Background: an optimization exercise with open tools, aiming at a short achievable clock period and few clock cycles. Do not read the settings as production practice. No functional check of the RTL was part of this run. No activity file was given, so power comes from the tool's default toggle rates.

==> flow/design.v <==
typedef logic [31:0] word;
localparam true = 1'b1;
localparam false = 1'b0;
localparam one = 1'b1;
localparam zero = 1'b0;
typedef logic [32-1:0] instruction;
typedef logic [4:0] regname; 
typedef logic [6:0] opcode;
typedef logic [2:0] funct3;
typedef logic [6:0] funct7;
typedef logic [4:0] shamt;
typedef enum {
     r_format = 0
    ,i_format
    ,s_format
    ,b_format
    ,u_format
    ,j_format
} instr_format;
typedef enum logic[2:0] {
	ADD_SUB_BEQ = 3'b000,
	SLL_BNE = 3'b001,
	SLT = 3'b010,
	SLTU = 3'b011,
	XOR_BLT = 3'b100,
	SRL_SRA_BGE = 3'b101,
	OR_BLTU = 3'b110,
	AND_BGEU = 3'b111
}	funct3_t;
typedef enum logic [6:0] {
	ADD_SRL = 7'b0000000,
	SUB_SRA = 7'b0100000
} funct7_t;
function automatic logic [4:0] get_rd(logic [31:0] instr);
  get_rd = instr[11:7];
endfunction
function automatic logic [4:0] get_rs1(logic [31:0] instr);
  get_rs1 = instr[19:15];
endfunction
function automatic logic [4:0] get_rs2(logic [31:0] instr);
  get_rs2 = instr[24:20];
endfunction
typedef enum logic [4:0] {
    q_load   = 5'b00000,
    q_store  = 5'b01000,
    q_op     = 5'b01100,
    q_op_i   = 5'b00100,
    q_auipc  = 5'b00101,
    q_lui    = 5'b01101,
    q_jal    = 5'b11011,
    q_jalr   = 5'b11001,
    q_branch = 5'b11000,
    q_unknown = 5'b11111
} opcode_q;
function automatic logic [4:0] get_opcode(logic [31:0] instr);
    case (instr[6:2])
            q_load:     get_opcode = q_load;
            q_store:    get_opcode = q_store;
            q_branch:   get_opcode = q_branch;
            q_jalr:     get_opcode = q_jalr;
            q_jal:      get_opcode = q_jal;
            q_op_i:     get_opcode = q_op_i;
            q_op:       get_opcode = q_op;
            q_auipc:    get_opcode = q_auipc;
            q_lui:      get_opcode = q_lui;
        default:
            get_opcode = q_unknown;
    endcase
endfunction
function automatic logic [2:0] get_funct3(logic [31:0] instr);
  get_funct3 = instr[14:12];
endfunction
function automatic logic [6:0] get_funct7(logic [31:0] instr);
  get_funct7 = instr[31:25];
endfunction
function automatic logic [2:0] get_format(logic [4:0] op);
    case(op)
        q_load, q_op_i, q_jalr:  get_format = i_format;
        q_op:                     get_format = r_format;
        q_store:                  get_format = s_format;
        q_lui, q_auipc:           get_format = u_format;
        q_branch:                 get_format = b_format;
        q_jal:                    get_format = j_format;   
        default:                  get_format = r_format;
    endcase
endfunction
function automatic logic [32-1:0] get_imm(logic [31:0] instr, logic [2:0] format);
    case(format)
        i_format : get_imm = { {(32 - 32 + 21){instr[31]}},           instr[30:25], instr[24:21], instr[20] };
        s_format : get_imm = { {(32 - 32 + 21){instr[31]}},           instr[30:25], instr[11:8], instr[7] };
        b_format: get_imm = {{20{instr[31]}}, instr[7], instr[30:25], instr[11:8], 1'b0};  
        u_format : get_imm = { instr[31], instr[30:20], instr[19:12], {12{1'b0}} };
        j_format: get_imm = {{12{instr[31]}}, instr[19:12], instr[20], instr[30:25], instr[24:21], 1'b0};  
        default: get_imm = {32{1'b0}};       
    endcase 
endfunction
function automatic logic [4:0] get_shamt(logic [31:0] instr);
    get_shamt = instr[24:20];
endfunction
function automatic logic get_writeback(logic [4:0] in);
    case (in)
        q_load:   get_writeback = 1'b1;
        q_op_i:   get_writeback = 1'b1;
        q_op:     get_writeback = 1'b1;
        q_auipc:  get_writeback = 1'b1;
        q_lui:    get_writeback = 1'b1;
        q_jal:    get_writeback = 1'b1;
        q_jalr:   get_writeback = 1'b1;
        default:  get_writeback = 1'b0;
    endcase
endfunction
typedef enum logic [2:0] {
     memory_b = 0
    ,memory_h = 1
    ,memory_w = 2
    ,memory_bu = 4
    ,memory_hu = 5
}   memory_op;
function automatic logic [2:0] cast_to_memory_op(logic [2:0] in);
    case (in)
        memory_b: cast_to_memory_op = memory_b;
        memory_h: cast_to_memory_op = memory_h;
        memory_w: cast_to_memory_op = memory_w;
        memory_bu: cast_to_memory_op = memory_bu;
        memory_hu: cast_to_memory_op = memory_hu;
        default: cast_to_memory_op = memory_b;
    endcase;
endfunction
function automatic logic [31:0] shuffle_load_data(logic [31:0] in, logic [31:0] low_addr); begin
    case (low_addr[1:0])
        2'b00:  shuffle_load_data = { in[31:24], in[23:16], in[15:8], in[7:0] };
        2'b01:  shuffle_load_data = { in[7:0], in[31:24], in[23:16], in[15:8] };
        2'b10:  shuffle_load_data = { in[15:8], in[7:0], in[31:24], in[23:16] };
        2'b11:  shuffle_load_data = { in[23:16], in[15:8], in[7:0], in[31:24] };
    endcase
end
endfunction
function automatic logic [31:0] shuffle_store_data(logic [31:0] in, logic [31:0] low_addr); begin
    case (low_addr[1:0])
        2'b00:  shuffle_store_data = { in[31:24], in[23:16], in[15:8], in[7:0] };
        2'b01:  shuffle_store_data = { in[23:16], in[15:8], in[7:0], in[31:24] };
        2'b10:  shuffle_store_data = { in[15:8], in[7:0], in[31:24], in[23:16] };
        2'b11:  shuffle_store_data = { in[7:0], in[31:24], in[23:16], in[15:8] };
    endcase
end
endfunction
function automatic logic [31:0] subset_load_data(logic [31:0] in, logic [2:0] op);
    case (op)
        memory_b:   subset_load_data = { {24{in[7]}}, in[7:0] };
        memory_h:   subset_load_data = { {16{in[15]}}, in[15:0] };
        memory_w:   subset_load_data = in;
        memory_bu:  subset_load_data = { {24{1'b0}}, in[7:0] };
        memory_hu:  subset_load_data = { {16{1'b0}}, in[15:0] };
        default:    subset_load_data = in;
    endcase
endfunction
function automatic logic [3:0] shuffle_store_mask(logic [3:0] mask, logic [31:0] low_addr);
    case (low_addr[1:0])
        2'b00:  shuffle_store_mask = { mask[3], mask[2], mask[1], mask[0] };
        2'b01:  shuffle_store_mask = { mask[2], mask[1], mask[0], mask[3] };
        2'b10:  shuffle_store_mask = { mask[1], mask[0], mask[3], mask[2] };
        2'b11:  shuffle_store_mask = { mask[0], mask[3], mask[2], mask[1] };
    endcase
endfunction
function automatic logic [3:0] memory_mask(logic [2:0] op);
    case (op)
        memory_b, memory_bu:    memory_mask = 4'b0001;
        memory_h, memory_hu:    memory_mask = 4'b0011;
        default:                memory_mask = 4'b1111;
    endcase
endfunction
module register_file(
	input logic clk,
	input logic rst,
	input logic read_enable,
	input logic write_enable,
	input logic [31:0] write_data,  
	input logic [4:0] rs1,  
	input logic [4:0] rs2,  
	input logic [4:0] rd,   
	output logic [31:0] read_data1,
	output logic [31:0] read_data2
);
	logic [31:0] registers [31:0];
	always_ff@(posedge clk) begin
		if (rst) begin
			for (int i = 0; i<32; i++)
				registers[i] <= 32'b0;
		end
		else if (write_enable & rd != 0) 
			registers[rd] <= write_data;
	end
	always_ff@(posedge clk) begin
		if (read_enable) begin
			read_data1 <= registers[rs1];
			read_data2 <= registers[rs2];
		end
	end
endmodule
module alu (
    input logic enable,
    input logic [31:0] pc,
    input logic [31:0] operand_1,
    input logic [31:0] operand_2,
    input logic [4:0] opcode_t,
    input logic [31:0] immediate,
    input logic [2:0] function3,
    input logic [6:0] function7,
    output logic [31:0] result,
    output logic [31:0] next_pc
);
    always_comb begin
        result = 32'b0;
        if (enable) begin
            next_pc = pc + 4;  
            case (opcode_t)
                q_load, q_store: result = operand_1 + $signed(immediate); 
                q_op: begin
                    case (function3)
                        ADD_SUB_BEQ: begin
                            case (function7)
                                ADD_SRL: result = operand_1 + operand_2;
                                SUB_SRA: result = operand_1 - operand_2;
                                default: result = 32'b0;
                            endcase
                        end
                        SLL_BNE: result = operand_1 << operand_2[4:0];
                        SLT: result = ($signed(operand_1) < $signed(operand_2)) ? 32'b1 : 32'b0;  
                        SLTU: result = (operand_1 < operand_2) ? 32'b1 : 32'b0; 
                        XOR_BLT: result = operand_1 ^ operand_2;
                        SRL_SRA_BGE: begin
                            case (function7)
                                ADD_SRL: result = operand_1 >> operand_2[4:0]; 
                                SUB_SRA: result = $signed(operand_1) >>> operand_2[4:0]; 
                                default: result = 32'b0;
                            endcase
                        end
                        OR_BLTU: result = operand_1 | operand_2;
                        AND_BGEU: result = operand_1 & operand_2;
                        default: result = 32'b0;
                    endcase
                end
                q_op_i: begin
                    case (function3)
                        ADD_SUB_BEQ: result = operand_1 + $signed(immediate); 
                        SLL_BNE: result = operand_1 << immediate[4:0];
                        SLT: result = ($signed(operand_1) < $signed(immediate)) ? 32'b1 : 32'b0; 
                        SLTU: result = (operand_1 < immediate) ? 32'b1 : 32'b0; 
                        XOR_BLT: result = operand_1 ^ immediate;
                        SRL_SRA_BGE: begin
                            case (function7)
                                ADD_SRL: result = operand_1 >> immediate[4:0]; 
                                SUB_SRA: result = $signed(operand_1) >>> immediate[4:0]; 
                                default: result = 32'b0;
                            endcase
                        end
                        OR_BLTU: result = operand_1 | immediate;
                        AND_BGEU: result = operand_1 & immediate;
                        default: result = 32'b0;
                    endcase
                end
                q_branch: begin
                    case (function3)
                        ADD_SUB_BEQ: if (operand_1 == operand_2) next_pc = pc + $signed(immediate);
                        SLL_BNE: if (operand_1 != operand_2) next_pc = pc + $signed(immediate);
                        XOR_BLT: if ($signed(operand_1) < $signed(operand_2)) next_pc = pc + $signed(immediate);
                        SRL_SRA_BGE: if ($signed(operand_1) >= $signed(operand_2)) next_pc = pc + $signed(immediate);
                        OR_BLTU: if (operand_1 < operand_2) next_pc = pc + immediate;
                        AND_BGEU: if (operand_1 >= operand_2) next_pc = pc + immediate;
                        default: next_pc = pc + 4;
                    endcase
                end
                q_lui: result = immediate;
                q_auipc: result = pc + immediate;
                q_jal: begin
                    result = pc + 4;
                    next_pc = pc + $signed(immediate);
                end
                q_jalr: begin
                    result = pc + 4;
                    next_pc = (operand_1 + $signed(immediate)) & ~32'b1;  
                end
                default: result = 32'b0;
            endcase
        end else begin
            result = 32'b0;  
            next_pc = pc;    
        end
    end
endmodule
module core(
    input logic       clk
    ,input logic      reset
    ,input logic      [32-1:0] reset_pc
    ,output logic     imem_valid
    ,output logic     [32-1:0] imem_addr
    ,input  logic     imem_ready
    ,input  logic     imem_rvalid
    ,input  logic     [31:0] imem_rdata
    ,output logic     dmem_valid
    ,output logic     [32-1:0] dmem_addr
    ,output logic     [31:0] dmem_wdata
    ,output logic     [3:0] dmem_rmask
    ,output logic     [3:0] dmem_wmask
    ,input  logic     dmem_ready
    ,input  logic     dmem_rvalid
    ,input  logic     [31:0] dmem_rdata
    );
typedef enum logic [2:0] {
    stage_fetch
    ,stage_decode
    ,stage_execute
    ,stage_mem
    ,stage_writeback
}   stage;
stage   current_stage;
logic [4:0] inst_code;
funct3 inst_funct3;
funct7 inst_funct7;
word imm;
regname rs1;
regname rs2;
regname rd;
word data1;
word data2;
word write_data;
word alu_data;
word alu_result;
logic [2:0] format;
logic write_enable;
logic read_enable;
logic exec_enable;
logic wb_valid;
logic is_mem_op;
logic memory_stage_complete;
logic fetch_pending;
word pc;
word next_pc;
register_file r (
    .clk(clk), 
    .rst(reset), 
    .read_enable(read_enable),
    .write_enable(write_enable), 
    .write_data(write_data), 
    .rs1(rs1), 
    .rs2(rs2), 
    .rd(rd), 
    .read_data1(data1), 
    .read_data2(data2)
);
alu a (
    .enable(exec_enable),
    .pc(pc),
    .operand_1(data1), 
    .operand_2(data2), 
    .opcode_t(inst_code), 
    .immediate(imm), 
    .function3(inst_funct3), 
    .function7(inst_funct7), 
    .result(alu_data),
    .next_pc(next_pc)
);
instruction latched_instruction;
always @(posedge clk) begin
	if (current_stage == stage_fetch && fetch_pending && imem_rvalid) 
		latched_instruction <= imem_rdata;
end
instruction fetched_instruction;
assign fetched_instruction = latched_instruction;
assign imem_addr = pc;
assign imem_valid = (stage_fetch == current_stage) && !fetch_pending;
always_ff @(posedge clk) begin
    if (reset)
        fetch_pending <= false;
    else if (imem_valid && imem_ready)
        fetch_pending <= true;
    else if (imem_rvalid)
        fetch_pending <= false;
end
assign read_enable = (current_stage == stage_decode) ? true : false;
assign wb_valid = get_writeback(inst_code);
assign is_mem_op = (inst_code == q_load || inst_code == q_store);
always_comb begin
    if (is_mem_op) begin
        if (dmem_rvalid)
            memory_stage_complete = true;
        else
            memory_stage_complete = false;
    end else
        memory_stage_complete = true;
end
assign write_enable = (memory_stage_complete && current_stage == stage_writeback && wb_valid) ? true: false;
always_comb begin
	inst_code = get_opcode(fetched_instruction);
	inst_funct3 = get_funct3(fetched_instruction);
	inst_funct7 = get_funct7(fetched_instruction);
	rs1 = get_rs1(fetched_instruction);
	rs2 = get_rs2(fetched_instruction);
	rd = get_rd(fetched_instruction); 
	format = get_format(inst_code);
	imm = get_imm(fetched_instruction, format);
end
assign exec_enable = (current_stage == stage_execute) ? true : false;
always_ff @(posedge clk) begin
    if (exec_enable)
        alu_result <= alu_data;
end
always_comb begin
    dmem_valid = false;
    dmem_addr = 0;
    dmem_wdata = 0;
    dmem_rmask = 0;
    dmem_wmask = 0;
    if (current_stage == stage_mem && is_mem_op) begin
        dmem_addr = alu_result[32 - 1:0];
        dmem_valid = true;
        if (inst_code == q_store) begin
            dmem_wmask = shuffle_store_mask(memory_mask(cast_to_memory_op(inst_funct3)), alu_result);
            dmem_wdata = shuffle_store_data(data2, alu_result);
        end else begin
            dmem_rmask = shuffle_store_mask(memory_mask(cast_to_memory_op(inst_funct3)), alu_result);
        end
    end
end
always_comb begin
    if (inst_code == q_load)
        write_data = subset_load_data(
                    shuffle_load_data(dmem_rdata, alu_result),
                    cast_to_memory_op(inst_funct3));
    else
        write_data = alu_result;
end
always @(posedge clk) begin
   if (reset)
      pc <= reset_pc;
   else if (current_stage == stage_execute)
      pc <= next_pc;
end
always_ff @(posedge clk) begin
    if (reset)
        current_stage <= stage_fetch;
    else begin
        case (current_stage)
            stage_fetch: begin
                if (fetch_pending && imem_rvalid)
                    current_stage <= stage_decode;
            end stage_decode: begin
                current_stage <= stage_execute;
            end stage_execute: begin
                current_stage <= stage_mem;
            end stage_mem: begin
                if (!is_mem_op || dmem_ready)
                    current_stage <= stage_writeback;
            end stage_writeback: begin
                if (memory_stage_complete)
                    current_stage <= stage_fetch;
            end default: begin
                current_stage <= stage_fetch;
            end
        endcase
    end
end
endmodule
==> flow/constraint.sdc <==
create_clock -name core_clock -period 10.0 [get_ports {clk}]
set_input_delay 2.0000 -clock core_clock [delete_from_list [all_inputs] [get_ports {clk}]]
set_output_delay 2.0000 -clock core_clock [all_outputs]
set_load 0.01 [all_outputs]
==> flow/config.mk <==
export PLATFORM = sky130hd
export DESIGN_NAME = core
export DESIGN_NICKNAME = core
export VERILOG_FILES = /design/flow/design.v
export SDC_FILE = /design/flow/constraint.sdc
export NUM_CORES = 4
export LEC_CHECK = 0
export CAP_MARGIN = 20
export CORE_MARGIN = 2
export CORE_UTILIZATION = 40
export PLACE_DENSITY = 0.6
export SLEW_MARGIN = 20
==> flow/run.sh <==
#!/bin/bash
# synth_recipe.tcl (not shown) runs the flow's synth.tcl, then flattens the netlist and writes it again
# the make line also repeats each setting of config.mk as NAME=value (left out here)
make -C /OpenROAD-flow-scripts/flow DESIGN_CONFIG=/design/flow/config.mk WORK_HOME=/design/flow/orfs CLKGATE_MAP_FILE= SYNTH_SCRIPT=/design/flow/synth_recipe.tcl finish
==> run notes <==
metal layers:
layer  wire length (um)  track usage (%)  vias to the layer above
met4              33200             26.1                       10
met1             129000             42.5                    34100
met5                 74                0                        -
met2             168000             54.0                     4521
met3              36000             6.37                      955
li1                   -                -                    27400
final cells by class:
class | count | area share (%)
Multi-Input combinational cell | 5130 | 47.3
Sequential cell | 1191 | 39.1
Timing Repair Buffer | 446 | 4.40
Clock buffer | 167 | 3.86
Tap cell | 2672 | 3.67
Clock inverter | 69 | 0.791
Inverter | 189 | 0.781
Antenna cell | 11 | 0.0302
worst min-delay path by stage:
stage	slack, ns	to
final	0.57	current_stage[2]
after floorplan	0.49	a.opcode_t[3]
after global routing	0.60	current_stage[2]
after CTS	0.57	current_stage[2]
after global placement	0.53	current_stage[2]
after detailed placement	0.56	current_stage[2]
critical path: stages (launching register included):
cell and delay [ns]:
dfxtp_1 0.32, buf_4 0.35, clkinv_1 0.54, nor2_1 0.29, buf_4 0.22, nand3b_1 0.34
nand2_1 0.61, a21oi_1 0.25, inv_1 0.29, ha_1 0.36, nand2b_1 0.15, a21oi_1 0.06
o21ai_0 0.26, nand4_1 0.25, a211oi_1 0.81, o2111ai_1 0.27, a21oi_1 0.32, nor3_1 0.11
o32ai_1 0.49, nand3_1 0.19
cell families (layout without fill, tap and decap cells):
logic type               after synthesis  count (layout)
AND/OR/NAND/NOR                     2335            2335
AO/OA/AOI/OAI                       1493            1493
flip-flops                          1191            1191
multiplexers                         909             909
buffers and inverters                866             871
adder cells (fa/ha/maj)              254             254
XOR/XNOR                             107             107
other                                  1              43
synth_stat cells, types with 78 or more instances:
cell type     n  share of area, %
ha_1        250               3.8
a211oi_1     89              0.82
buf_1        93              0.43
buf_2        86              0.53
o211ai_1     92              0.85
nand3_1     168               1.0
inv_1       178              0.82
a21oi_1     343               2.1
nor2_1     1392               6.4
o21ai_0     356               2.2
and3_1       90              0.69
clkbuf_1    484               2.2
mux4_2      747                21
mux2_2       90               1.2
nand2_1     368               1.7
o22ai_1      78              0.60
edfxtp_1   1182                43
sequential cells by signal (all words and copies together), names as in the netlist:
signal,flops
r.registers,1024
alu_result,32
pc,32
r.read_data1,32
r.read_data2,32
latched_instruction,30
a.opcode_t,5
current_stage,3
fetch_pending,1
power by group through the flow:
| stage | Combinational (mW) | Clock, mW | Sequential, mW |
|---|---|---|---|
| floorplan | 1.40 | 0 | 5.88 |
| global placement | 2.29 | 0 | 5.92 |
| detailed placement | 2.30 | 0 | 5.94 |
| CTS | 2.31 | 4.91 | 5.83 |
| global route | 2.46 | 5.09 | 5.85 |
| finish | 2.38 | 4.88 | 5.84 |
==> run notes <==
WL final 367000 um; Max rail drop VDD 0.176 mV; Reg area 0.0357 sq mm; Layout Skew 0.0288 ns; pwr dens 144 mW/mm^2; post-synthesis cell area 0.0816 sq mm; R2R Path Start a.opcode_t[0]; Setup violations, final 0; post-synth cell types about 110; Synth Instances between 7000 and 8000; Synth Area in Compound Gates 11.9%; buffers added on ports 205; Final #Nets roughly 7400; core area 0.203 sq mm; CTS tree built; Antenna Nets Post-Route 0; CTS root buf clkbuf_16; crit path max fanout 23; gr ovfl total 0; fmax 147 MHz; Crit Reg-Reg Endpoint alu_result[29]; Clock Tree Buf Depth 3; total power 13.1 mW; maxcap violations 0; commonest register cell after synthesis edfxtp_1; number of synthesized flops with an enable pin 1182; Clk Latency, worst-skew pair 0.81 ns; vias 67000; post-synthesis sequential area ratio 43.7%; final cell count without fillers 9875; global-route wire length before repair 505000 um; number of global-route vias before repair 64200; Post-DP Area 0.0868 sq mm; WP data required 10.49 ns; area delta synth->final 11.6%; status no timing/DRC/antenna violations; H-Tree Level Count 4; # fillers 18600; DRC Markers 0; boundary pin count 208; Global Route Usage Sum 34.5%; final hold vios 0; synthesized flop and latch total 1191; total die area between 0.2 and 0.25 sq mm; Placed Cells incl. Taps around 9600; Design Area, Final 0.0911 sq mm; Async SR Flop Fraction 0%; post-synthesis mux area share between 20 and 25%; area occupied by multi-input gates 0.0431 sq mm; hold crit path type reg2reg; sequential share of power 44.6%; XOR/XNOR Fraction of Synth Area 1.19%; most frequent cells in the layout nor2_1, edfxtp_1, mux4_2; yosys warns 3; Vias/cell 6.78; post-route setup slack 3.19 ns; most common cell after layout, fill and taps aside nor2_1; Tightest Pin Transition 1.28 ns; part of the cycle the worst path needs 68.1%; count of hold-fix buffers inserted at cts 0; Logic pwr share 18.2%; Core Util, Final between 40% and 50%; Clock Power Share 37.2%; net switching power approximately 3.8 mW; initial antenna violation count 26; num rows between 150 and 200; min Tclk post-route 6.81 ns; initial DRC count 9894; hold path depth 2; Leakage 32.4 nW; Worst setup startpoint a.opcode_t[0]; Rel. slew slack 13.6%; routed len/inst 37.1 um; Post-DP HPWL roughly 250000 um; TritonCTS Sinks 1191; Starting Density 40.3%; ratio of cells with drive above 1 in the final layout 19.8%; crit end category flip-flop; Worst Path Arrival 7.30 ns; hold path startpoint fetch_pending; largest family of logic cells by synthesized area multiplexers; post_cts resized 0; CP startpoint kind flip-flop; Int Pwr 9.29 mW; largest net degree at the start of global routing 124; Final Max Slew Viols 0; post-CTS setup buffer count 0; R2R Setup Slk 3.19 ns; setup TNS 0 ns; total clock buffers created by CTS 132; worst setup path category reg2reg; RSZ-0062 raised after global routing false; switch share 29.1%; GP Congestion around 1.1; critical path endpoint alu_result[29]; Avg Inst Size Synth 11.4 sq um; Worst-path clk slew 0.06 ns; Hold Worst Slack 0.569 ns; Initial DRT Pass Iterations 6; Setup WS pre-CTS 3.59 ns; die width 456 um; Die Ht 456 um; Post-Synth Adder-Cell Area 3.93%; FF-to-FF path depth 19; post-synthesis simple-gate area fraction 12.3%

[what the ideal ports hide]
The results above use ideal ports. As a check the final layout listed here was re-extracted and re-timed, cells and wires unchanged. Step 1: set_driving_cell puts a clkbuf_16 on clk and a buf_2 on each other input, an assumption about the parent block. Step 2 moves the port delays by t, midway between the first and last clock arrival at a register: inputs arrive t later, outputs are due t later. That takes back most of the time a late clock gives input paths. a / b / c = ideal / step 1 / step 2; a / b = the first two.
t, ns: 0.874
setup slack, ns: 3.187 / 3.187 / 3.187
worst register clock-pin slew, ns: 0.07 / 0.07
After both steps setup and hold are still met in this run. The setup slack of this run moves by 0.000 ns with the drivers and by 0.000 ns with both steps.
